Background: an optimization exercise with open tools, aiming at small area and a short achievable clock period. Do not read the settings as production practice.
In this exercise RTL edits were held to simulation tests only and were not proved equivalent to the original.
No activity file was given, so power comes from the tool's default toggle rates.

## flow/design.v (module list and top-level ports; edited modules follow where they fit)
// module fir_top: 7460 lines
module fir_top (
    input          rst,
    input          clk,
    input  [255:0] coeff_vector,
    input  [15:0]  data_in,
    input          sample_en,
    output [15:0]  data_out,
    output         sample_valid,
    output         overflow
);
  // ...
==> flow/flow/run.sh <==
#!/bin/bash
set -euo pipefail
bash standard.sh SETUP_SLACK_MARGIN=10 finish > standard_flow.log 2>&1
==> flow/standard.sh <==
#!/bin/bash
# synth_recipe.tcl (not shown) runs the flow's synth.tcl, then flattens the netlist and writes it again
# the make line also repeats each setting of config.mk as NAME=value (left out here)
make -C /OpenROAD-flow-scripts/flow DESIGN_CONFIG=/design/flow/config.mk WORK_HOME=/design/flow/orfs CLKGATE_MAP_FILE= SYNTH_SCRIPT=/design/flow/synth_recipe.tcl "${@:-finish}"
==> flow/config.mk <==
export PLATFORM = sky130hd
export DESIGN_NAME = fir_top
export DESIGN_NICKNAME = fir_top
export VERILOG_FILES = /design/flow/design.v
export SDC_FILE = /design/flow/constraint.sdc
export NUM_CORES = 4
export LEC_CHECK = 0
export ABC_AREA = 1
export CAP_MARGIN = 20
export CELL_PAD_IN_SITES_DETAIL_PLACEMENT = 1
export CELL_PAD_IN_SITES_GLOBAL_PLACEMENT = 1
export CORE_MARGIN = 2
export CORE_UTILIZATION = 30
export PLACE_DENSITY = 0.55
export SLEW_MARGIN = 20
==> flow/constraint.sdc <==
create_clock -name core_clock -period 16.0 [get_ports {clk}]
set_input_delay 3.2000 -clock core_clock [delete_from_list [all_inputs] [get_ports {clk}]]
set_output_delay 3.2000 -clock core_clock [all_outputs]
set_load 0.01 [all_outputs]
==> run summary, run 1 <==
* Die Height at 666 um
* Area share of buffers outside the clock network at 5.69%
* Iteration-0 DRC Markers at 8,495
* CP endpoint: a0s[15]
* Total internal power at between 0.015 and 0.02 W
* Placed standard-cell area at 140,000 sq um
* Worst r2r path cells at 35
* Final period util at 40.4%
* Synth Area in XOR/XNOR at between 10 and 15%
* Met2 Track Usage GR at 41.5%
* Overall power at about 0.038 W
* Final setup fails at 0
* PD cells at roughly 250 nW/um^2
* Status: finished clean
* Gr busiest metal: met2
* Sequential cell count at 1,227
* Sequential area share after synthesis at 20.3%
* Post-CTS Hold Buffers at 0
* Clock power frac at between 10% and 20%
* Cells after Synth at 14,265
* Most frequent cell after synthesis: fa_1
* Post-Syn Nets at approximately 17,000
* H-tree Lvls at 4
* Worst-margin pin slew at 1170 ps
* I/O pins at 293
* Placed Cells at 19,299
* Crit path time final at 6460 ps
* Final cell count without fillers at 19,905
* Seq power at 0.00461 W
* Synth warnings at 1
* Crit. End Element: register
* Slew Limit Fails at 0
* Top Metal Used: met5
* Sequential Power Share at 12.3%
* Asr flop ratio synth at 0%
* Post-layout util at 34.7%
* Clk. pwr at 0.00423 W
* Antenna violations before repair at 26
* Max_slew headroom at 22.0%
* Hold Crit Depth at 2
* Synth area leaders: fa_1, dfxtp_1, xor2_1, o22ai_1, inv_1
* CLK BUF at 243
==> run 2: changes to the inputs <==
==> flow/flow/run.sh (replaced) <==
#!/bin/bash
set -euo pipefail
bash standard.sh SETUP_SLACK_MARGIN=9.6 finish > standard_flow.log 2>&1
--- a/flow/config.mk
+++ b/flow/config.mk
@@ -12,3 +12,5 @@
 export CORE_MARGIN = 2
-export CORE_UTILIZATION = 30
+export CORE_UTILIZATION = 40
+export CTS_CLUSTER_DIAMETER = 120
+export CTS_CLUSTER_SIZE = 16
 export PLACE_DENSITY = 0.55
==> run 2 against run 1 <==
Compared with the run above:
- via count grew 1.7%
- final cell count shrank 7.9%
- hold slack gained 3.0 ps
- largest cell class unchanged
- design area shrank 3.7%
==> run summary, run 2 <==
* Crit. End Element: register
* Final #Nets at 16,591
* Via count at 110,598
* Startpoint Class: input port
* R2R Setup Slk at 9590 ps
* Number of flops mapped to enable cells by yosys at about 210
* Slew Limit Fails at 0 (unchanged)
* Post-synth top flop: dfxtp_1
* M1 wire length at roughly 250,000 um
* CTS Buffer Depth at 4
* Most frequent cells after synthesis: fa_1, xor2_1, o22ai_1
* Post-CTS Hold Buffers at 0 (unchanged)
* Global-route wire length before repair at around 880,000 um
* Synth Area in XOR/XNOR at 14.0% (unchanged)
* Avg WL per Cell at about 33 um
* Syn Std Cell Area at 131,000 sq um
* Final setup fails at 0 (unchanged)
* IO Port Bufs at 292
* Mux share of post-synthesis cell area at 0%
* RePlAce Congestion at 0.885
* Crit path time final at 6570 ps (+109 ps)
* Buf/Inv on CP at 7
* Largest family of logic cells by synthesized area: adder cells
* Synth cell types at 44
* Core footprint at between 300,000 and 400,000 sq um
* Iteration-0 DRC Markers at 9,232 (+8.7%)
* Hold crit path type: register to register
* Die Height at 577 um (-13%)
* Worst EP required at approximately 17,000 ps
* Cell type with the largest total area after synthesis: fa_1
* Synth area leaders: fa_1, dfxtp_1, xor2_1, o22ai_1, inv_1
* Status: finished clean
* Synth Area in Compound Gates at 17.1%
* Detail Route Antenna Nets at 0
* Routed met2 length at 280,000 um
* PD cells at 251 nW/um^2 (+0.86%)
* CP cell instances: clkdlybuf4s15_1 -> clkinvlp_4 -> buf_12 -> o22ai_4 -> xor2_1 -> fa_2 -> inv_1 -> fa_2 -> fa_2 -> fa_1 -> inv_1 -> fa_2 -> ha_4 -> nand2_2 -> inv_1 -> a221oi_2 -> nand2_1 -> nand2_1 -> o221ai_1 -> inv_1
* Initial core utilization at 40.2%
* Total Wirelength at 602,000 um
* CTS tree: built
* Number of global-route vias before repair at 121,823
* CTS clk-pin slew, worst paths at 70 ps
* Setup WS post-layout at about 9400 ps
* Clk latency of the worst-skew pair at 940 ps
* Final Skew at approximately 110 ps
* Fraction of layout instances using a drive strength above 1 at under 10%
* Worst path arrival time at around 7400 ps
* Post-Synth Simple-Gate Area at under 10%
* Antenna violations before repair at 20 (-23%)
* Number of clock sinks at roughly 1,200
* Max Freq at 152 MHz
* Worst-margin pin slew at 1250 ps (+74.6 ps)
* Cells after Synth at 14,265 (unchanged)
* Critical path's top delay family: adder cells
* Synth Area in Adders at 35.2%
* Layout area overhead at 10.8%
* Most frequent cells in the layout: fa_1, xor2_1, o22ai_1
* Max cap viols at 0
* Max_slew headroom at 16.9% (-5.1 points)
* Slowest cell delay on critical path at 560 ps
* Dpl ws at approximately 7000 ps
* Met3 wire len at between 40,000 and 50,000 um
* Sequential area share after synthesis at 20.3% (unchanged)
* I/O pins at 293 (unchanged)
* TritonCTS buffer count at 100
* Final routed DRC violation total at 0
* Most frequent cell after synthesis: fa_1
* Post-Syn Nets at 16,953 (unchanged)
* Avg Inst Size Synth at 9.20 sq um
* Top Metal Used: met4
* FP Rows at 210
* GRT overflow at 0
* Pre-antenna DRT Iters at 5
* Static leakage at between 50 and 60 nW
* Area share of the largest cell type after synthesis at 32.7%
* Final period util at 41.1% (+0.68 points)
* RSZ-0062 raised after global routing: yes
* Largest net degree at the start of global routing at 176
* Die Area at between 300,000 and 400,000 sq um
* Final number of hold-violating endpoints at 0
* Setup TNS at 0 ps
* DP HPWL at around 410,000 um
* Root Buffer: clkbuf_16
* Critical path class: input port to register
* Die width at 577 um
* Asr flop ratio synth at 0% (unchanged)
* Synth warnings at 1 (unchanged)
* Global-route total usage across every layer at 36.1%
* H-tree Lvls at 3 (-1)
* FF+latch count, synth at 1,227
* Maximum VDD drop at 324 uV
* Leading cell type in the layout, fill and taps excluded: fa_1
* Slowest-stage cell, CP: fa_2
* Crit-path max FO at 5
* Via/cell ratio at 6.04
[run 2: cell counts after synthesis]
No cell type changed its count.
[run 2: through the flow]
step / utilization (%) / total power [W] / area [sq um] / cells / hold slack (ps)
after detailed placement: 42.3 / 0.0327 / 138000 / 17947 / 452
final: 44.5 / 0.0364 / 145000 / 18324 / 470
after floorplan: - / 0.0231 / 132000 / 14265 / 435
after CTS: 44.2 / 0.0361 / 144000 / 18267 / 470
after global routing: 44.5 / 0.0405 / 145000 / 18316 / 495
after global placement: 42.3 / 0.0323 / 138000 / 17944 / 446
[run 2: what timing repair did]
item,CTS,global route
setup endpoints to repair,258,114
pin swaps,96,70
setup buffers,135,44
gates cloned,18,0
resized for setup,438,179
[run 2: per-layer routing]
| metal | global-route usage [%] | vias to the layer above |
|---|---|---|
| li1 | - | 45892 |
| met1 | 46.9 | 58367 |
| met2 | 58.8 | 4874 |
| met3 | 6.43 | 1465 |
| met4 | 15.7 | 0 |
| met5 | 0 | - |
[run 2: worst paths after layout]
kind	to	startpoint	depth (start not counted)
setup reg to reg	bc11[19]	xr[3]	16
hold / removal	bs3[33]	bs3[33]	2
setup / recovery	a0s[15]	data_in[11]	20
hold reg to reg	bs3[33]	bs3[33]	2
[run 2: where the power goes]
part	internal [W]	switching (W)	leakage (nW)
registers	0.00405	0.000534	10.5
clock network	0.00129	0.00145	1.51
logic	0.0125	0.0166	45.8
total	0.0179	0.0186	57.8
[run 2: cells by family after synthesis]
family / count (synthesis)
AOI/OAI and AO/OA: 3972
xor gates and xnor gates: 2098
adders and majority gates: 2413
buffers and inverters: 3174
DFF: 1227
and+or+nand+nor: 1381
[run 2: cell type report]
type / instances / area [sq um]
fillers: 36651 / 181000
multi-input cells: 9865 / 94500
flip-flops and latches: 1227 / 26700
repair buffers: 800 / 7990
inverters: 1909 / 7650
well taps: 4346 / 5440
clock buffers: 140 / 2740
clock inverters: 27 / 355
diodes: 10 / 25.0
[run 2: worst register-to-register path, cell delays in order, from the launching register on]
cell,delay (ps)
dfxtp_2,330
buf_8,220
buf_8,280
nor2_1,180
buf_4,260
nor2_2,170
inv_12,510
buf_8,630
buf_4,620
o22ai_1,200
xor2_1,230
fa_1,510
fa_1,490
fa_1,470
fa_1,550
fa_1,620
a21oi_1,90

## re-timing with driven ports
The results above use ideal ports. As a check the final layouts listed here were re-extracted and re-timed, cells and wires unchanged. Step 1 assumes that a clkbuf_16 drives the clock port and a buf_2 every other input. Step 2 adds t to the input delays and takes it off the output delays; t is the mean of the earliest and latest rising clock arrival at the registers after step 1. Input paths then give back, and output paths get back, about the clock's delay inside the block. a / b / c = no drivers / after step 1 / after step 2; a / b = the first two.
| run | t, ns | setup WS [ns] | worst setup path after step 2 |
|---|---|---|---|
| run 1 | 1.046 | 9.541 / 9.589 / 8.542 | input to register |
| run 2 | 0.989 | 9.432 / 9.493 / 8.504 | input to register |
After both steps setup and hold are still met in every run listed. For run 1, which loses most, drivers alone change the setup slack by +0.048 ns; drivers and shift together by -0.999 ns.
